Background: an optimization exercise with open tools, aiming at small area. Do not read the settings as production practice.
Function was checked by simulation only, so behaviour that the tests miss may differ from the original.
Power and IR drop assume default switching activity.

**design/flow/flow/run.sh**
```bash
#!/bin/bash
# Own layout flow:
#  1. the standard synthesis (standard.sh synth), unchanged;
#  2. its combinational logic re-mapped for area with a stronger ABC script
#     (resynth.ys, opt.abc); every register instance is kept as it is, same
#     name and cell;
#  3. the standard layout from that netlist, with clock tree synthesis
#     using clkbuf_4 clusters and no dummy loads.
# Each tool's output goes to a log file of its own in this folder.
set -euo pipefail
W=$PWD
R=$W/orfs/results/$FLOW_PLATFORM/bmp280_spi_uart_v2005/base
L=$W/orfs/logs/$FLOW_PLATFORM/bmp280_spi_uart_v2005/base
bash standard.sh synth > log_1_standard_synth.txt 2>&1
cp "$R/1_2_yosys.v" "$W/synth_standard.v"
LIB=$FLOW_HOME/platforms/$FLOW_PLATFORM/lib/sky130_fd_sc_hd__tt_025C_1v80.lib
DU=$(grep -o -- '-dont_use [A-Za-z0-9_]*' "$L/1_2_yosys.log" | sort -u | tr '\n' ' ')
YOSYS=$FLOW_HOME/../tools/install/yosys/bin/yosys
[ -x "$YOSYS" ] || YOSYS=yosys
sed -e "s|@LIB@|$LIB|g" -e "s|@DU@|$DU|g" -e "s|@IN@|$W/synth_standard.v|g" \
    -e "s|@OUT@|$W/synth_resynth.v|g" -e "s|@ABC@|$W/flow/opt.abc|g" -e "s|@TOP@|$FLOW_TOP|g" \
    flow/resynth.ys > "$W/resynth_run.ys"
"$YOSYS" -s "$W/resynth_run.ys" > log_2_resynth.txt 2>&1
cp "$W/synth_resynth.v" "$R/1_2_yosys.v"
rm -f "$R/1_synth.odb" "$R/1_synth.sdc"
bash standard.sh "CTS_ARGS=-sink_clustering_enable -repair_clock_nets -dont_use_dummy_load -buf_list sky130_fd_sc_hd__clkbuf_4 -sink_clustering_size 10 -sink_clustering_max_diameter 35" finish > log_3_standard_layout.txt 2>&1
```
**design/flow/flow/opt.abc**
```
&get -n
&deepsyn -T 300
&put
dch -f
amap
strash
dch -f
amap
topo
```
**design/flow/flow/resynth.ys**
```
# Re-map the combinational logic of the standard synthesis netlist for area.
# Register cells are kept as hierarchy (not flattened), so every register
# instance keeps its name and cell type.
read_liberty -ignore_miss_func @LIB@
read_verilog @IN@
hierarchy -top @TOP@
setattr -mod -set keep_hierarchy 1 sky130_fd_sc_hd__df* sky130_fd_sc_hd__edf* sky130_fd_sc_hd__sdf* sky130_fd_sc_hd__dl* sky130_fd_sc_hd__conb*
flatten
opt_clean
abc -liberty @LIB@ @DU@ -script @ABC@ @TOP@
opt_clean -purge
splitnets
opt_clean -purge
hilomap -singleton -hicell sky130_fd_sc_hd__conb_1 HI -locell sky130_fd_sc_hd__conb_1 LO
select @TOP@
stat -liberty @LIB@
write_verilog -noattr -nohex -nodec -selected @OUT@
```
**design/flow/standard.sh**
```bash
#!/bin/bash
# synth_recipe.tcl (not shown) runs the flow's synth.tcl, then flattens the netlist and writes it again
# the make line also repeats each setting of config.mk as NAME=value (left out here)
make -C /OpenROAD-flow-scripts/flow DESIGN_CONFIG=/design/flow/config.mk WORK_HOME=/design/flow/orfs CLKGATE_MAP_FILE= SYNTH_SCRIPT=/design/flow/synth_recipe.tcl "${@:-finish}"
```
**design/flow/config.mk**
```make
export PLATFORM = sky130hd
export DESIGN_NAME = bmp280_spi_uart_v2005
export DESIGN_NICKNAME = bmp280_spi_uart_v2005
export VERILOG_FILES = /design/flow/design.v
export SDC_FILE = /design/flow/constraint.sdc
export NUM_CORES = 8
export LEC_CHECK = 0
export ABC_AREA = 1
export CAP_MARGIN = 20
export CORE_MARGIN = 2
export CORE_UTILIZATION = 55
export GPL_TIMING_DRIVEN = 0
export PLACE_DENSITY = 0.7
export SLEW_MARGIN = 20
export SYNTH_MEMORY_MAX_BITS = 16384
```
**design/flow/constraint.sdc**
```tcl
create_clock -name core_clock -period 1000.0 [get_ports {clk}]
set_input_delay 200.0000 -clock core_clock [delete_from_list [all_inputs] [get_ports {clk}]]
set_output_delay 200.0000 -clock core_clock [all_outputs]
set_load 0.01 [all_outputs]
```
**design/flow/design.v**
```verilog
module bmp280_spi_uart_v2005
#(
  parameter CLK_HZ = 50000,
  parameter BAUD   = 5000,
  parameter SCK_HZ = 12500
)(
  input  wire clk,
  input  wire rst_n,
  output wire spi_csn,
  output wire spi_sck,
  output wire spi_mosi,
  input  wire spi_miso,
  output wire uart_tx
);
  reg [6:0] g;                  
  wire [5:0] t = g[5:0];
  wire eow = (t == 6'd63);
  reg [6:0] pc;
  reg [7:0] j;
  reg first, f2;
  wire [1:0] cls;
  wire [4:0] xs;
  wire [3:0] ys;
  wire [3:0] ki;
  wire [2:0] msrc;
  wire [3:0] jc;
  wire [1:0] jend;
  wire mmul;
  wire fsub;
  wire clr;
  wire mdiv;
  wire mdve;
  wire md10;
  wire conv;
  wire isT;
  wire [1:0] subm;
  wire dA;
  wire dB;
  wire dC;
  wire dD;
  wire [1:0] bw;
  wire bsx;
  wire tinv;
  wire ltsign;
  wire lnz;
  wire ldsign;
  wire nzg;
  wire [7:0] chr;
  wire [1:0] ctype;
  wire [2:0] spit;
  wire lastpc;
  assign cls[0] = (pc == 7'd2) | (pc == 7'd35) | (pc == 7'd17) | (pc == 7'd34) | (pc == 7'd69) | (pc == 7'd22) | (pc == 7'd89) | (pc == 7'd51) | (pc == 7'd103) | (pc == 7'd115);
  assign cls[1] = (pc == 7'd1) | (pc == 7'd4) | (pc == 7'd8) | (pc == 7'd16) | (pc == 7'd32) | (pc == 7'd65) | (pc == 7'd3) | (pc == 7'd6) | (pc == 7'd12) | (pc == 7'd24) | (pc == 7'd48) | (pc == 7'd97) | (pc == 7'd66) | (pc == 7'd5) | (pc == 7'd10) | (pc == 7'd20) | (pc == 7'd40) | (pc == 7'd81) | (pc == 7'd35) | (pc == 7'd71) | (pc == 7'd15) | (pc == 7'd30) | (pc == 7'd60) | (pc == 7'd121) | (pc == 7'd114) | (pc == 7'd100) | (pc == 7'd72) | (pc == 7'd17) | (pc == 7'd69) | (pc == 7'd22) | (pc == 7'd89) | (pc == 7'd103) | (pc == 7'd108) | (pc == 7'd88) | (pc == 7'd49) | (pc == 7'd99) | (pc == 7'd70) | (pc == 7'd13) | (pc == 7'd26) | (pc == 7'd52) | (pc == 7'd105) | (pc == 7'd82) | (pc == 7'd37) | (pc == 7'd75) | (pc == 7'd23) | (pc == 7'd46) | (pc == 7'd93) | (pc == 7'd59) | (pc == 7'd119) | (pc == 7'd110) | (pc == 7'd92) | (pc == 7'd57);
  assign xs[0] = (pc == 7'd29) | (pc == 7'd58) | (pc == 7'd41) | (pc == 7'd104) | (pc == 7'd14) | (pc == 7'd56) | (pc == 7'd36) | (pc == 7'd73) | (pc == 7'd38) | (pc == 7'd77) | (pc == 7'd54) | (pc == 7'd90) | (pc == 7'd107) | (pc == 7'd91) | (pc == 7'd55) | (pc == 7'd111) | (pc == 7'd94) | (pc == 7'd123);
  assign xs[1] = (pc == 7'd78) | (pc == 7'd106) | (pc == 7'd31) | (pc == 7'd14) | (pc == 7'd36) | (pc == 7'd73) | (pc == 7'd19) | (pc == 7'd38) | (pc == 7'd54) | (pc == 7'd107) | (pc == 7'd45) | (pc == 7'd94) | (pc == 7'd123);
  assign xs[2] = (pc == 7'd106) | (pc == 7'd122) | (pc == 7'd104) | (pc == 7'd33) | (pc == 7'd14) | (pc == 7'd36) | (pc == 7'd19) | (pc == 7'd38) | (pc == 7'd77) | (pc == 7'd54);
  assign xs[3] = (pc == 7'd39) | (pc == 7'd104) | (pc == 7'd33) | (pc == 7'd14) | (pc == 7'd36) | (pc == 7'd19) | (pc == 7'd38) | (pc == 7'd107) | (pc == 7'd45) | (pc == 7'd111);
  assign xs[4] = (pc == 7'd78) | (pc == 7'd29) | (pc == 7'd79) | (pc == 7'd73);
  assign ys[0] = (pc == 7'd35) | (pc == 7'd17) | (pc == 7'd69) | (pc == 7'd22) | (pc == 7'd89) | (pc == 7'd103) | (pc == 7'd78) | (pc == 7'd29) | (pc == 7'd58) | (pc == 7'd84) | (pc == 7'd83) | (pc == 7'd62) | (pc == 7'd116) | (pc == 7'd67) | (pc == 7'd7) | (pc == 7'd14) | (pc == 7'd56) | (pc == 7'd68) | (pc == 7'd36) | (pc == 7'd38) | (pc == 7'd109) | (pc == 7'd53) | (pc == 7'd45) | (pc == 7'd61);
  assign ys[1] = (pc == 7'd35) | (pc == 7'd17) | (pc == 7'd69) | (pc == 7'd22) | (pc == 7'd89) | (pc == 7'd103) | (pc == 7'd117) | (pc == 7'd39) | (pc == 7'd125) | (pc == 7'd104) | (pc == 7'd80) | (pc == 7'd28) | (pc == 7'd113) | (pc == 7'd68) | (pc == 7'd18) | (pc == 7'd73) | (pc == 7'd27) | (pc == 7'd86) | (pc == 7'd91) | (pc == 7'd55) | (pc == 7'd61);
  assign ys[2] = (pc == 7'd35) | (pc == 7'd17) | (pc == 7'd69) | (pc == 7'd22) | (pc == 7'd89) | (pc == 7'd103) | (pc == 7'd78) | (pc == 7'd29) | (pc == 7'd58) | (pc == 7'd83) | (pc == 7'd67) | (pc == 7'd14) | (pc == 7'd98) | (pc == 7'd19) | (pc == 7'd55);
  assign ys[3] = (pc == 7'd79) | (pc == 7'd122) | (pc == 7'd56) | (pc == 7'd73) | (pc == 7'd94) | (pc == 7'd123);
  assign ki[0] = (pc == 7'd117) | (pc == 7'd62) | (pc == 7'd80) | (pc == 7'd67) | (pc == 7'd53) | (pc == 7'd55);
  assign ki[1] = (pc == 7'd83) | (pc == 7'd80) | (pc == 7'd67) | (pc == 7'd14) | (pc == 7'd53) | (pc == 7'd86);
  assign ki[2] = (pc == 7'd62) | (pc == 7'd116) | (pc == 7'd67) | (pc == 7'd14);
  assign ki[3] = (pc == 7'd7) | (pc == 7'd53) | (pc == 7'd86) | (pc == 7'd55);
  assign msrc[0] = (pc == 7'd117) | (pc == 7'd62) | (pc == 7'd116) | (pc == 7'd80) | (pc == 7'd7) | (pc == 7'd68) | (pc == 7'd53) | (pc == 7'd86);
  assign msrc[1] = (pc == 7'd117) | (pc == 7'd62) | (pc == 7'd116) | (pc == 7'd80) | (pc == 7'd7) | (pc == 7'd53) | (pc == 7'd86);
  assign msrc[2] = (pc == 7'd113);
  assign jc[0] = (pc == 7'd4) | (pc == 7'd8) | (pc == 7'd16) | (pc == 7'd32) | (pc == 7'd65) | (pc == 7'd3) | (pc == 7'd6) | (pc == 7'd12) | (pc == 7'd24) | (pc == 7'd48) | (pc == 7'd97) | (pc == 7'd66) | (pc == 7'd5) | (pc == 7'd10) | (pc == 7'd20) | (pc == 7'd40) | (pc == 7'd71) | (pc == 7'd15) | (pc == 7'd30) | (pc == 7'd60) | (pc == 7'd121) | (pc == 7'd114) | (pc == 7'd100) | (pc == 7'd34) | (pc == 7'd58) | (pc == 7'd41) | (pc == 7'd31) | (pc == 7'd62) | (pc == 7'd122) | (pc == 7'd56) | (pc == 7'd98) | (pc == 7'd54) | (pc == 7'd90) | (pc == 7'd107) | (pc == 7'd61) | (pc == 7'd118) | (pc == 7'd108) | (pc == 7'd88) | (pc == 7'd49) | (pc == 7'd99) | (pc == 7'd70) | (pc == 7'd13) | (pc == 7'd26) | (pc == 7'd52) | (pc == 7'd105) | (pc == 7'd82) | (pc == 7'd37) | (pc == 7'd75) | (pc == 7'd23) | (pc == 7'd46) | (pc == 7'd93) | (pc == 7'd59) | (pc == 7'd119) | (pc == 7'd110) | (pc == 7'd92);
  assign jc[1] = (pc == 7'd4) | (pc == 7'd8) | (pc == 7'd16) | (pc == 7'd32) | (pc == 7'd65) | (pc == 7'd3) | (pc == 7'd6) | (pc == 7'd12) | (pc == 7'd24) | (pc == 7'd48) | (pc == 7'd97) | (pc == 7'd66) | (pc == 7'd5) | (pc == 7'd10) | (pc == 7'd20) | (pc == 7'd40) | (pc == 7'd71) | (pc == 7'd15) | (pc == 7'd30) | (pc == 7'd60) | (pc == 7'd121) | (pc == 7'd114) | (pc == 7'd100) | (pc == 7'd51) | (pc == 7'd106) | (pc == 7'd41) | (pc == 7'd62) | (pc == 7'd104) | (pc == 7'd67) | (pc == 7'd98) | (pc == 7'd111) | (pc == 7'd118) | (pc == 7'd108) | (pc == 7'd88) | (pc == 7'd49) | (pc == 7'd99) | (pc == 7'd70) | (pc == 7'd13) | (pc == 7'd26) | (pc == 7'd52) | (pc == 7'd105) | (pc == 7'd82) | (pc == 7'd37) | (pc == 7'd75) | (pc == 7'd23) | (pc == 7'd46) | (pc == 7'd93) | (pc == 7'd59) | (pc == 7'd119) | (pc == 7'd110) | (pc == 7'd92) | (pc == 7'd115);
  assign jc[2] = (pc == 7'd1) | (pc == 7'd4) | (pc == 7'd8) | (pc == 7'd16) | (pc == 7'd32) | (pc == 7'd65) | (pc == 7'd3) | (pc == 7'd6) | (pc == 7'd12) | (pc == 7'd24) | (pc == 7'd48) | (pc == 7'd97) | (pc == 7'd66) | (pc == 7'd5) | (pc == 7'd10) | (pc == 7'd20) | (pc == 7'd40) | (pc == 7'd81) | (pc == 7'd35) | (pc == 7'd71) | (pc == 7'd15) | (pc == 7'd30) | (pc == 7'd60) | (pc == 7'd121) | (pc == 7'd114) | (pc == 7'd100) | (pc == 7'd72) | (pc == 7'd17) | (pc == 7'd34) | (pc == 7'd11) | (pc == 7'd44) | (pc == 7'd89) | (pc == 7'd58) | (pc == 7'd106) | (pc == 7'd41) | (pc == 7'd31) | (pc == 7'd62) | (pc == 7'd122) | (pc == 7'd104) | (pc == 7'd67) | (pc == 7'd56) | (pc == 7'd90) | (pc == 7'd107) | (pc == 7'd108) | (pc == 7'd88) | (pc == 7'd49) | (pc == 7'd99) | (pc == 7'd70) | (pc == 7'd13) | (pc == 7'd26) | (pc == 7'd52) | (pc == 7'd105) | (pc == 7'd82) | (pc == 7'd37) | (pc == 7'd75) | (pc == 7'd23) | (pc == 7'd46) | (pc == 7'd93) | (pc == 7'd59) | (pc == 7'd119) | (pc == 7'd110) | (pc == 7'd92) | (pc == 7'd57);
  assign jc[3] = (pc == 7'd4) | (pc == 7'd8) | (pc == 7'd16) | (pc == 7'd32) | (pc == 7'd65) | (pc == 7'd3) | (pc == 7'd6) | (pc == 7'd12) | (pc == 7'd24) | (pc == 7'd48) | (pc == 7'd97) | (pc == 7'd66) | (pc == 7'd5) | (pc == 7'd10) | (pc == 7'd20) | (pc == 7'd40) | (pc == 7'd71) | (pc == 7'd15) | (pc == 7'd30) | (pc == 7'd60) | (pc == 7'd121) | (pc == 7'd114) | (pc == 7'd100) | (pc == 7'd34) | (pc == 7'd51) | (pc == 7'd14) | (pc == 7'd98) | (pc == 7'd54) | (pc == 7'd108) | (pc == 7'd88) | (pc == 7'd49) | (pc == 7'd99) | (pc == 7'd70) | (pc == 7'd13) | (pc == 7'd26) | (pc == 7'd52) | (pc == 7'd105) | (pc == 7'd82) | (pc == 7'd37) | (pc == 7'd75) | (pc == 7'd23) | (pc == 7'd46) | (pc == 7'd93) | (pc == 7'd59) | (pc == 7'd119) | (pc == 7'd110) | (pc == 7'd92) | (pc == 7'd57) | (pc == 7'd115);
  assign jend[0] = 1'b0;
  assign jend[1] = (pc == 7'd83);
  assign mmul = (pc == 7'd117) | (pc == 7'd84) | (pc == 7'd83) | (pc == 7'd62) | (pc == 7'd125) | (pc == 7'd116) | (pc == 7'd80) | (pc == 7'd7) | (pc == 7'd28) | (pc == 7'd113) | (pc == 7'd109) | (pc == 7'd53) | (pc == 7'd86);
  assign fsub = (pc == 7'd117) | (pc == 7'd84) | (pc == 7'd83) | (pc == 7'd62) | (pc == 7'd125) | (pc == 7'd116) | (pc == 7'd80) | (pc == 7'd7) | (pc == 7'd28) | (pc == 7'd113) | (pc == 7'd109) | (pc == 7'd53) | (pc == 7'd86);
  assign clr = (pc == 7'd117) | (pc == 7'd84) | (pc == 7'd83) | (pc == 7'd62) | (pc == 7'd125) | (pc == 7'd116) | (pc == 7'd80) | (pc == 7'd113) | (pc == 7'd68) | (pc == 7'd109) | (pc == 7'd53) | (pc == 7'd86);
  assign mdiv = (pc == 7'd68);
  assign mdve = (pc == 7'd9);
  assign md10 = (pc == 7'd94) | (pc == 7'd123);
  assign conv = (pc == 7'd111) | (pc == 7'd94) | (pc == 7'd61) | (pc == 7'd123);
  assign isT = (pc == 7'd123);
  assign subm[0] = (pc == 7'd78) | (pc == 7'd29) | (pc == 7'd58) | (pc == 7'd79) | (pc == 7'd18) | (pc == 7'd94) | (pc == 7'd123);
  assign subm[1] = (pc == 7'd98) | (pc == 7'd18);
  assign dA = (pc == 7'd29) | (pc == 7'd117) | (pc == 7'd84) | (pc == 7'd83) | (pc == 7'd39) | (pc == 7'd62) | (pc == 7'd125) | (pc == 7'd116) | (pc == 7'd80) | (pc == 7'd67) | (pc == 7'd7) | (pc == 7'd14) | (pc == 7'd28) | (pc == 7'd56) | (pc == 7'd113) | (pc == 7'd68) | (pc == 7'd36) | (pc == 7'd73) | (pc == 7'd38) | (pc == 7'd27) | (pc == 7'd109) | (pc == 7'd53) | (pc == 7'd86) | (pc == 7'd45) | (pc == 7'd91) | (pc == 7'd55) | (pc == 7'd111) | (pc == 7'd94) | (pc == 7'd61) | (pc == 7'd123);
  assign dB = (pc == 7'd78) | (pc == 7'd41) | (pc == 7'd79) | (pc == 7'd31) | (pc == 7'd19) | (pc == 7'd54) | (pc == 7'd90) | (pc == 7'd107);
  assign dC = (pc == 7'd58) | (pc == 7'd106) | (pc == 7'd62) | (pc == 7'd122) | (pc == 7'd104) | (pc == 7'd7) | (pc == 7'd56) | (pc == 7'd98) | (pc == 7'd18);
  assign dD = (pc == 7'd33) | (pc == 7'd77);
  assign bw[0] = (pc == 7'd78) | (pc == 7'd41) | (pc == 7'd79);
  assign bw[1] = (pc == 7'd31);
  assign bsx = (pc == 7'd84) | (pc == 7'd62) | (pc == 7'd125) | (pc == 7'd116) | (pc == 7'd7) | (pc == 7'd28) | (pc == 7'd36);
  assign tinv = (pc == 7'd61);
  assign ltsign = (pc == 7'd77);
  assign lnz = (pc == 7'd33);
  assign ldsign = (pc == 7'd98);
  assign nzg = (pc == 7'd111);
  assign chr[0] = (pc == 7'd8) | (pc == 7'd12) | (pc == 7'd48) | (pc == 7'd40) | (pc == 7'd71) | (pc == 7'd30) | (pc == 7'd88) | (pc == 7'd49) | (pc == 7'd37) | (pc == 7'd92);
  assign chr[1] = (pc == 7'd4) | (pc == 7'd32) | (pc == 7'd12) | (pc == 7'd66) | (pc == 7'd5) | (pc == 7'd81) | (pc == 7'd72) | (pc == 7'd26) | (pc == 7'd57);
  assign chr[2] = (pc == 7'd8) | (pc == 7'd66) | (pc == 7'd40) | (pc == 7'd15) | (pc == 7'd30) | (pc == 7'd108) | (pc == 7'd88) | (pc == 7'd49) | (pc == 7'd26) | (pc == 7'd37) | (pc == 7'd92);
  assign chr[3] = (pc == 7'd8) | (pc == 7'd65) | (pc == 7'd48) | (pc == 7'd81) | (pc == 7'd71) | (pc == 7'd30) | (pc == 7'd121) | (pc == 7'd72) | (pc == 7'd88) | (pc == 7'd49) | (pc == 7'd26) | (pc == 7'd37) | (pc == 7'd92) | (pc == 7'd57);
  assign chr[4] = (pc == 7'd16) | (pc == 7'd32) | (pc == 7'd65) | (pc == 7'd3) | (pc == 7'd12) | (pc == 7'd24) | (pc == 7'd66) | (pc == 7'd5) | (pc == 7'd10) | (pc == 7'd20) | (pc == 7'd40) | (pc == 7'd30) | (pc == 7'd60) | (pc == 7'd121) | (pc == 7'd108) | (pc == 7'd88) | (pc == 7'd82) | (pc == 7'd37) | (pc == 7'd110);
  assign chr[5] = (pc == 7'd32) | (pc == 7'd65) | (pc == 7'd3) | (pc == 7'd6) | (pc == 7'd97) | (pc == 7'd66) | (pc == 7'd5) | (pc == 7'd10) | (pc == 7'd20) | (pc == 7'd40) | (pc == 7'd30) | (pc == 7'd60) | (pc == 7'd121) | (pc == 7'd88) | (pc == 7'd49) | (pc == 7'd26) | (pc == 7'd105) | (pc == 7'd37);
  assign chr[6] = (pc == 7'd4) | (pc == 7'd8) | (pc == 7'd16) | (pc == 7'd12) | (pc == 7'd24) | (pc == 7'd48) | (pc == 7'd66) | (pc == 7'd71) | (pc == 7'd15) | (pc == 7'd121) | (pc == 7'd108) | (pc == 7'd82) | (pc == 7'd110);
  assign chr[7] = 1'b0;
  assign ctype[0] = (pc == 7'd49) | (pc == 7'd99) | (pc == 7'd70) | (pc == 7'd13) | (pc == 7'd52) | (pc == 7'd75) | (pc == 7'd23) | (pc == 7'd46) | (pc == 7'd93) | (pc == 7'd59) | (pc == 7'd119);
  assign ctype[1] = (pc == 7'd114) | (pc == 7'd100) | (pc == 7'd49);
  assign spit[0] = (pc == 7'd17) | (pc == 7'd22) | (pc == 7'd103);
  assign spit[1] = (pc == 7'd69) | (pc == 7'd22);
  assign spit[2] = (pc == 7'd89) | (pc == 7'd103);
  assign lastpc = (pc == 7'd115);
  wire cbit = ((pc == 7'd79) & ((t == 6'd10) | (t == 6'd12) | (t == 6'd13) | (t == 6'd14) | (t == 6'd15) | (t == 6'd16))) | ((pc == 7'd122) & ((t == 6'd47))) | ((pc == 7'd14) & ((t == 6'd16) | (t == 6'd17) | (t == 6'd18) | (t == 6'd19) | (t == 6'd20) | (t == 6'd21) | (t == 6'd22) | (t == 6'd23) | (t == 6'd24) | (t == 6'd25) | (t == 6'd26) | (t == 6'd27) | (t == 6'd28) | (t == 6'd29) | (t == 6'd30) | (t == 6'd31) | (t == 6'd32) | (t == 6'd33) | (t == 6'd34) | (t == 6'd35) | (t == 6'd36) | (t == 6'd37) | (t == 6'd38) | (t == 6'd39) | (t == 6'd40) | (t == 6'd41) | (t == 6'd42) | (t == 6'd43) | (t == 6'd44) | (t == 6'd45) | (t == 6'd46) | (t == 6'd47) | (t == 6'd48) | (t == 6'd49) | (t == 6'd50) | (t == 6'd51) | (t == 6'd52) | (t == 6'd53) | (t == 6'd54) | (t == 6'd55) | (t == 6'd56) | (t == 6'd57) | (t == 6'd58) | (t == 6'd59) | (t == 6'd60) | (t == 6'd61) | (t == 6'd62) | (t == 6'd63))) | ((pc == 7'd36) & ((t == 6'd10) | (t == 6'd12) | (t == 6'd13) | (t == 6'd14) | (t == 6'd15) | (t == 6'd16))) | ((pc == 7'd38) & ((t == 6'd8)));
  reg [7:0] jsn;
  always @* case (jc)
    4'd0: jsn = 8'd0;
    4'd1: jsn = 8'd3;
    4'd2: jsn = 8'd5;
    4'd3: jsn = 8'd11;
    4'd4: jsn = 8'd15;
    4'd5: jsn = 8'd16;
    4'd6: jsn = 8'd17;
    4'd7: jsn = 8'd33;
    4'd8: jsn = 8'd35;
    4'd9: jsn = 8'd52;
    4'd10: jsn = 8'd55;
    4'd11: jsn = 8'd64;
    4'd12: jsn = 8'd75;
    4'd13: jsn = 8'd199;
    default: jsn = j;    
  endcase
  reg [63:0] A, B, C;
  reg [31:0] D;                 
  reg [191:0] KR;               
  reg Aprev, sxf, ks, mcap, m, cy, q1, q2, c5, rsign, dsign, tsign, nz, z0;
  reg [2:0] r5;
  reg [3:0] dg;
  wire isALU  = (cls == 2'd0);
  wire isCHAR = (cls == 2'd2);
  wire isSPI  = (cls == 2'd3);
  wire raw    = (spit == 3'd5);
  wire bitend = raw ? eow : (t[4:0] == 5'd31);
  wire sbits  = isSPI;
  assign spi_csn = ~sbits;
  assign spi_sck = sbits & (raw ? t[5] : t[4]);
  reg [7:0] cmdb, datb; reg [4:0] cmdpos;
  always @* begin
    case (spit)
      3'd0: begin cmdb = 8'hD0; datb = 8'h00; cmdpos = 5'd1;  end
      3'd1: begin cmdb = 8'h60; datb = 8'hB6; cmdpos = 5'd1;  end
      3'd2: begin cmdb = 8'h88; datb = 8'h00; cmdpos = 5'd24; end
      3'd3: begin cmdb = 8'h74; datb = 8'h27; cmdpos = 5'd1;  end
      3'd4: begin cmdb = 8'h75; datb = 8'h00; cmdpos = 5'd1;  end
      default: begin cmdb = 8'hF7; datb = 8'h00; cmdpos = 5'd6; end
    endcase
  end
  assign spi_mosi = (j[7:3] == cmdpos) ? cmdb[j[2:0]] : ((j[7:3] == 5'd0) ? datb[j[2:0]] : 1'b0);
  wire calw = sbits & ((spit == 3'd0) | (spit == 3'd2)) & ~(j[7] & j[6]) & t[4] & (t[3:0] == {~j[3], j[2:0]});
  wire rawt = sbits & raw & (t == j[5:0] + 6'd13);
  wire rawA = rawt & (j[7:3] < 5'd3);                          
  wire rawB = rawt & ((j[7:3] == 5'd5) | (j[7:3] == 5'd4) | (j[7:3] == 5'd3));    
  wire last = (j == (jend[1] ? 8'd12 : 8'd0));
  reg adv;
  always @* begin
    adv = 1'b0;
    case (cls)
      2'd0, 2'd1: adv = eow & last;
      2'd2: adv = (g == 7'd127);
      default: adv = bitend & (j == 8'd0);    
    endcase
  end
  always @(posedge clk or negedge rst_n) begin
    if (!rst_n) begin
      g <= 7'd0; pc <= 7'd1;
    end else begin
      g <= g + 7'd1;
      if (adv) pc <= lastpc ? 7'd103 : {pc[5:0], pc[6] ^ pc[5]};    
    end
  end
  always @(posedge clk) begin : seq
      case (cls)
        2'd0, 2'd1: if (eow & ~last) j <= j - 8'd1;
        2'd2: if ((g == 7'd63) & (ctype[1] ^ ctype[0])) j <= j - 8'd1;    
        default: if (bitend) j <= j - 8'd1;
      endcase
      if (adv) begin
        j <= jsn; first <= 1'b1; f2 <= 1'b0;
      end else if (eow) begin first <= 1'b0; f2 <= first; end
  end
  wire [11:0] kout;
  genvar gi;
  generate for (gi = 0; gi < 12; gi = gi + 1) begin : kr
    assign kout[gi] = KR[16*gi+15];
    wire we = calw & (j[7:4] == (4'd11 - gi));
    always @(posedge clk) KR[16*gi +: 16] <= {KR[16*gi +: 15], we ? spi_miso : KR[16*gi+15]};
  end endgenerate
  wire ko  = kout[ki];
  wire ksg = (ki != 4'd0) & (ki != 4'd3);      
  wire lo16 = (t[5:4] == 2'b00);
  wire kst = lo16 ? ko : (ksg & ks);
  wire muldiv = mmul | mdiv;
  wire [4:0] xe = muldiv ? ((f2 & clr) ? 5'd0 : 5'd2) : xs;
  wire setup = muldiv & first;           
  reg xr, xm;
  always @* begin
    case (xe)
      5'd1:  xr = A[63];
      5'd2:  xr = (t == 6'd0) ? (mdiv & m) : Aprev;
      5'd3:  xr = A[62];
      5'd4:  xr = A[55];
      5'd5:  xr = A[54];
      5'd6:  xr = A[52];
      5'd7:  xr = A[50];
      5'd8:  xr = A[49];
      5'd9:  xr = A[47];
      5'd10: xr = A[44];
      5'd11: xr = A[38];
      5'd12: xr = A[30];
      5'd13: xr = A[11];
      5'd14: xr = A[1];
      5'd15: xr = cbit;
      5'd16: xr = (t[5] == 1'b0) ? A[63] : sxf;
      5'd17: xr = A[43];
      5'd18: xr = A[42];
      5'd19: xr = (t == 6'd0) ? 1'b0 : Aprev;
      default: xr = 1'b0;
    endcase
    case (xe)
      5'd3:  xm = (t == 6'd63);
      5'd4:  xm = (t >= 6'd56);
      5'd7:  xm = (t >= 6'd51);
      5'd9:  xm = t[5] | ~nz;
      5'd10: xm = (t >= 6'd45);
      5'd11: xm = (t >= 6'd39);
      5'd12: xm = (t >= 6'd31);
      5'd13: xm = (t < 6'd12);
      5'd14: xm = (t < 6'd2);
      5'd17: xm = (t >= 6'd17);
      5'd18: xm = (t >= 6'd16);
      5'd19: xm = (t >= 6'd33);
      default: xm = 1'b0;
    endcase
  end
  wire X = xr & ~xm;
  wire tiv = tinv & tsign;
  wire dgs = (t == 6'd0) ? dg[1] : (t == 6'd1) ? dg[2] : (t == 6'd2) ? dg[3] : 1'b0;
  reg yr;
  always @* case (ys)
    4'd1: yr = (bsx & (t > 6'd32)) ? sxf : B[63];
    4'd2: yr = C[63];
    4'd3: yr = ~t[5] & (D[31] ^ tiv);
    4'd4: yr = A[63];
    4'd5: yr = kst;
    4'd6: yr = (t < 6'd12) ? 1'b0 : (t < 6'd28) ? KR[16*9+11] : ks;
    4'd7: yr = spi_miso;
    4'd8: yr = md10 ? dgs : cbit;
    4'd9: yr = (t >= 6'd31) & (t <= 6'd50) & B[53];
    4'd10: yr = (t >= 6'd33) & (t <= 6'd40) & B[63];
    default: yr = 1'b0;
  endcase
  reg sub;
  always @* begin
    if (mmul) sub = f2 & fsub;
    else if (mdiv) sub = f2 | ~rsign;
    else case (subm) 2'd1: sub = 1'b1; 2'd2: sub = rsign; 2'd3: sub = dsign; default: sub = 1'b0; endcase
  end
  wire yg  = mmul ? (yr & m) : yr;
  wire Y   = yg ^ sub;
  wire cin = (t == 6'd0) ? (sub | tiv) : cy;
  wire Z   = X ^ Y ^ cin;
  wire q   = Z ^ q2 ^ c5;
  wire W   = md10 ? q : Z;
  wire [2:0] msel = msrc;
  wire [7:0] jn = j - 8'd1;
  reg mbit;
  wire c3125 = (t == 6'd0) | (t == 6'd1) | (t == 6'd3) | (t == 6'd6) | (t == 6'd7) | (t == 6'd8) | (t == 6'd9) | (t == 6'd12) | (t == 6'd13) | (t == 6'd14) | (t == 6'd15);
  always @* case (msel)
    3'd0: mbit = (bsx & (t > 6'd32)) ? sxf : B[63]; 3'd1: mbit = C[63]; 3'd3: mbit = kst; default: mbit = c3125;
  endcase
  wire capt = (t == jn[5:0]);
  wire digst = isALU & md10 & (t[5:2] == (isT ? {2'b10, ~j[1:0]} : {1'b0, ~j[2:0]}));
  wire qwr   = isALU & ((mdiv & ~first & ~f2 & (t == j[5:0] + 6'd1)) | (mdve & (t == 6'd0)));
  wire bwin  = (bw == 2'd0) | ((bw == 2'd1) & (t <= 6'd32)) | ((bw == 2'd2) & (t >= 6'd33) & (t <= 6'd40));
  wire weA = (isALU & dA & ~setup) | rawA;
  wire weB = (isALU & dB & bwin) | digst | rawB;
  wire weC = (isALU & dC & ~setup) | qwr;
  wire weD = isALU & dD & ~t[5];
  always @(posedge clk) begin
    A  <= {A[62:0], weA ? W : A[63]};
    B  <= {B[62:0], weB ? (digst ? dg[t[1:0]] : W) : B[63]};
    C  <= {C[62:0], weC ? (qwr ? ~rsign : W) : C[63]};
    D  <= {D[30:0], weD ? W : D[31]};
  end
  reg [2:0] r5n; reg [2:0] wt;
  wire [3:0] r5s = {1'b0, r5} + {1'b0, wt};
  always @* begin
    case (t[1:0]) 2'd0: wt = 3'd1; 2'd1: wt = 3'd2; 2'd2: wt = 3'd4; default: wt = 3'd3; endcase
    if (t == 6'd0) r5n = {2'b00, W};
    else if (!W) r5n = r5;
    else r5n = r5s[3:0] >= 4'd5 ? r5s - 4'd5 : r5s[2:0];
  end
  wire [3:0] crt = (r5[0] == z0) ? {1'b0, r5} : ({1'b0, r5} + 4'd5);
  always @(posedge clk) begin
    Aprev <= A[63];
    cy <= (X & Y) | (X & cin) | (Y & cin);
    if (eow) begin q1 <= 1'b0; q2 <= 1'b0; c5 <= 1'b0; end
    else begin q1 <= q; q2 <= q1; c5 <= (q & q2) | (q & c5) | (q2 & c5); end
    if (bsx ? (t == 6'd32) : (t == 6'd31)) sxf <= bsx ? B[63] : A[63];
    if (t == 6'd15) ks <= ko;
    if (capt) mcap <= mbit;
    if (eow) m <= (jn[5:0] == 6'd63) ? mbit : mcap;
    if (eow) rsign <= W;
    if (isALU & ldsign & (t == 6'd0)) dsign <= rsign;
    if (isALU & ltsign & (t == 6'd31)) tsign <= W;
    if (isALU & lnz) nz <= (t == 6'd0) ? W : (nz | W);
    r5 <= r5n;
    if (t == 6'd0) z0 <= W;
    if (isALU & conv & eow) dg <= crt;
    else if (isCHAR & g[6] & (t[5:2] == j[3:0])) dg <= {(j[3:2] == 2'b11) ? kout[11] : B[63], dg[3:1]};
  end
  reg [2:0] bidx;
  always @* begin
    if (g < 7'd24) bidx = 3'd0;
    else if (g < 7'd35) bidx = 3'd1;
    else if (g < 7'd46) bidx = 3'd2;
    else if (g < 7'd57) bidx = 3'd3;
    else if (g < 7'd68) bidx = 3'd4;
    else if (g < 7'd79) bidx = 3'd5;
    else if (g < 7'd90) bidx = 3'd6;
    else bidx = 3'd7;
  end
  wire hexa = dg[3] & (dg[2] | dg[1]);
  wire [7:0] chv = (ctype == 2'd1 || (ctype == 2'd2 && !hexa)) ? {4'h3, dg} :
                   (ctype == 2'd2) ? {4'h4, dg + 4'd7} : chr;
  wire emit = isCHAR & ~((ctype == 2'd3) & ~tsign) & (pc != 7'd1);
  wire ustart = (g < 7'd13);
  wire ustop  = (g >= 7'd101);
  assign uart_tx = ~emit | (~ustart & (ustop | chv[bidx]));
endmodule
```
==> impl_metrics.ini <==
[run_status]
status = no timing/DRC/antenna violations

[timing]
report.final.slew_viol_count = 0
tns_ps = 0
rsz0062_at_grt = no
clock.fmax_mhz = 4.816
tightest_slew_ps = 942.2
slew-limit-headroom = 0.3653
min_period_over_period = 0.2076
min_period_ps = 207640
finalHoldViolations = 0
setup_viol = 0
fin_skew_ps = 99.46

[detailed_routing]
wl_per_cell_um = 20.98
drt_iter0_drc = 1018
routed_via_density = 5.771
ant_nets = 0
drt-total-wl_mm = 32.86
drc_errors = 0
via_count = 9038
first_pass_iters = 6

[critical_path]
cp.arrival_ps = 7640
slowest_stage = dfstp_2
max_stage_delay_ps = 760
r2r-end = r5[2]
worstReg2RegStart = pc[0]
r2r_cells = 40
worstPathRequired_ps = 800000
critPathLaunchType = register
cp-end-kind = output pin
cpMostUsedCell = clkinv_1
reg2reg_setup_slack_ps = 988500
crit_start = pc[0]
crit_fanout = 13
critPathKind = reg2out

[power]
peakVddDrop_mv = 0.001561
seq_power_share = 0.702
p_comb_frac = 0.001
power.density_nw_per_um2 = 1.874
power_switching_mw = 0.005131
leakage_nw = 5.154
p_int_mw = 0.02117
p_sw_frac = 0.1950
clkPwrFrac = 0.296

[clocking]
cts_buffer_depth = 3
cts_buffers = 59
cts_resized = 0
clk_pin_slew_worst_paths_ps = 100
htree_num_levels = 2
worst_skew_pair.late_latency_ps = 710
holdBufCountCts = 0
clkSinkCount = 461
tritoncts = done
post_cts_buffers = 0
root_buffer = clkbuf_4

[global_routing]
grt_use_total = 0.2677
grt_overflow = 0
grt_max_degree = 18
grt_pass1_vias = 8375
grt_pass1_wl_mm = 49.65
antenna_found_initial = 2

[placement]
dp.cells = 1505
gp_congestion = 1.076
io_buffers = 6
hpwl_mm = 23.84

[layout]
seq_area_um2 = 9520
syn2layout_area_growth_pct = 6.999
multi_input_area_um2 = 3182
nets = 1250
finish.cell_count_without_fillers = 1566
nFillCells = 1989
drive_gt1_frac = 0.04980

[floorplan]
die_h_um = 158.5
rows = 56
io_pins = 7
fp.dieW_um = 158.5
fp.coreArea_um2 = 23470
die_area_um2 = 25110
start_util = 0.5591

[hold_path]
worstHoldPathType = reg2reg
min_path_cells = 0
worstHoldEndpoint = B[19]
hp-start = B[18]

[flow_run]
drv_cap = 0

[synthesis]
synth_area_um2 = 13120
syn-num-nets = 1183
synthCells = 1180
syn_avg_cell_area_um2 = 11.12
yosysWarnings = 1
through the flow:
stage,power (mW),util,setup WS (ps),hold slack (ps),cell area (um2)
global placement,0.01893,0.5786,793360,310.1,13580
global route,0.02735,0.5982,792130,303.9,14040
finish,0.02631,0.5982,792360,287.1,14040
detailed placement,0.01893,0.5791,793470,312.1,13590
floorplan,0.01890,-,796160,309.6,13120
CTS,0.02665,0.5980,792730,300.4,14040
worst max path at each step:
stage | endpoint
after global routing | uart_tx
after CTS | uart_tx
after floorplan | uart_tx
after detailed placement | uart_tx
final | uart_tx
after global placement | uart_tx
flip-flops by register name (all words and copies together) (netlist names), 3 cells and up, named ones only:
signal	flops
KR	192
A	64
B	64
C	64
D	32
j	8
g	7
pc	7
dg	4
r5	3
worst max-delay path: cells and delay by family, from the launching register on:
| family | cells | cell delay (ps) |
|---|---|---|
| AND/OR/NAND/NOR | 9 | 1900 |
| buffers and inverters | 8 | 2180 |
| AO/OA/AOI/OAI | 9 | 2140 |
| flip-flops | 1 | 760 |
placed cells by master (no fill, tap or decap), types with 13 or more instances in the layout:
cell type and count:
a31oi_1 15, dfrtp_1 13, dfxtp_1 425, nor3_1 37, a22oi_1 13, nand3_1 20
nand2_1 48, clkbuf_4 59, nor2_1 182, o22ai_1 29, a21oi_1 50, o21ai_0 90
clkinv_1 115, edfxtp_1 22
power by group through the flow:
stage	combinational (mW)	sequential [mW]	clock, mW
final	0.0000297	0.0185	0.00780
after floorplan	0.00000111	0.0189	0
after CTS	0.0000296	0.0185	0.00814
after global routing	0.0000302	0.0185	0.00883
after global placement	0.0000288	0.0189	0
after detailed placement	0.0000293	0.0189	0
layer usage:
metal,track usage,vias up,share of wire
li1,-,4234,-
met1,0.3813,4208,0.44
met2,0.3874,467,0.41
met3,0.05580,127,0.094
met4,0.1356,2,0.055
met5,0,-,0.00082
cell type report:
| type | instances | area share |
|---|---|---|
| flip-flops and latches | 461 | 0.6780 |
| multi-input cells | 604 | 0.2266 |
| clock buffers | 59 | 0.03155 |
| inverters | 115 | 0.03074 |
| well taps | 319 | 0.02843 |
| repair buffers | 6 | 0.004277 |
| diodes | 2 | 0.0003564 |

## static timing again, ports no longer ideal
In the flow no input, the clock included, has a driving cell. The finished layout below was timed again as built, in two steps. Step 1 (the two cells are an assumption about what drives the block):
set clk [get_ports {clk}]
set_driving_cell -lib_cell sky130_fd_sc_hd__clkbuf_16 $clk
set_driving_cell -lib_cell sky130_fd_sc_hd__buf_2 [delete_from_list [all_inputs] $clk]
Step 2 also shifts input and output timing later by t, the mid clock arrival at the registers, as if the neighbouring blocks saw the same clock. a / b / c = no drivers / after step 1 / after step 2; a / b = the first two.
t, ns: 0.698
slack for setup (ns): 792.359 / 792.317 / 793.015
latest minus earliest clock arrival (ns): 0.100 / 0.100
worst slew at a driven data input, ns: 0.03
pins driven straight from the clock port: 1
After both steps setup and hold are still met in this run. For this run, drivers alone change the setup slack by -0.042 ns; drivers and shift together by +0.656 ns.
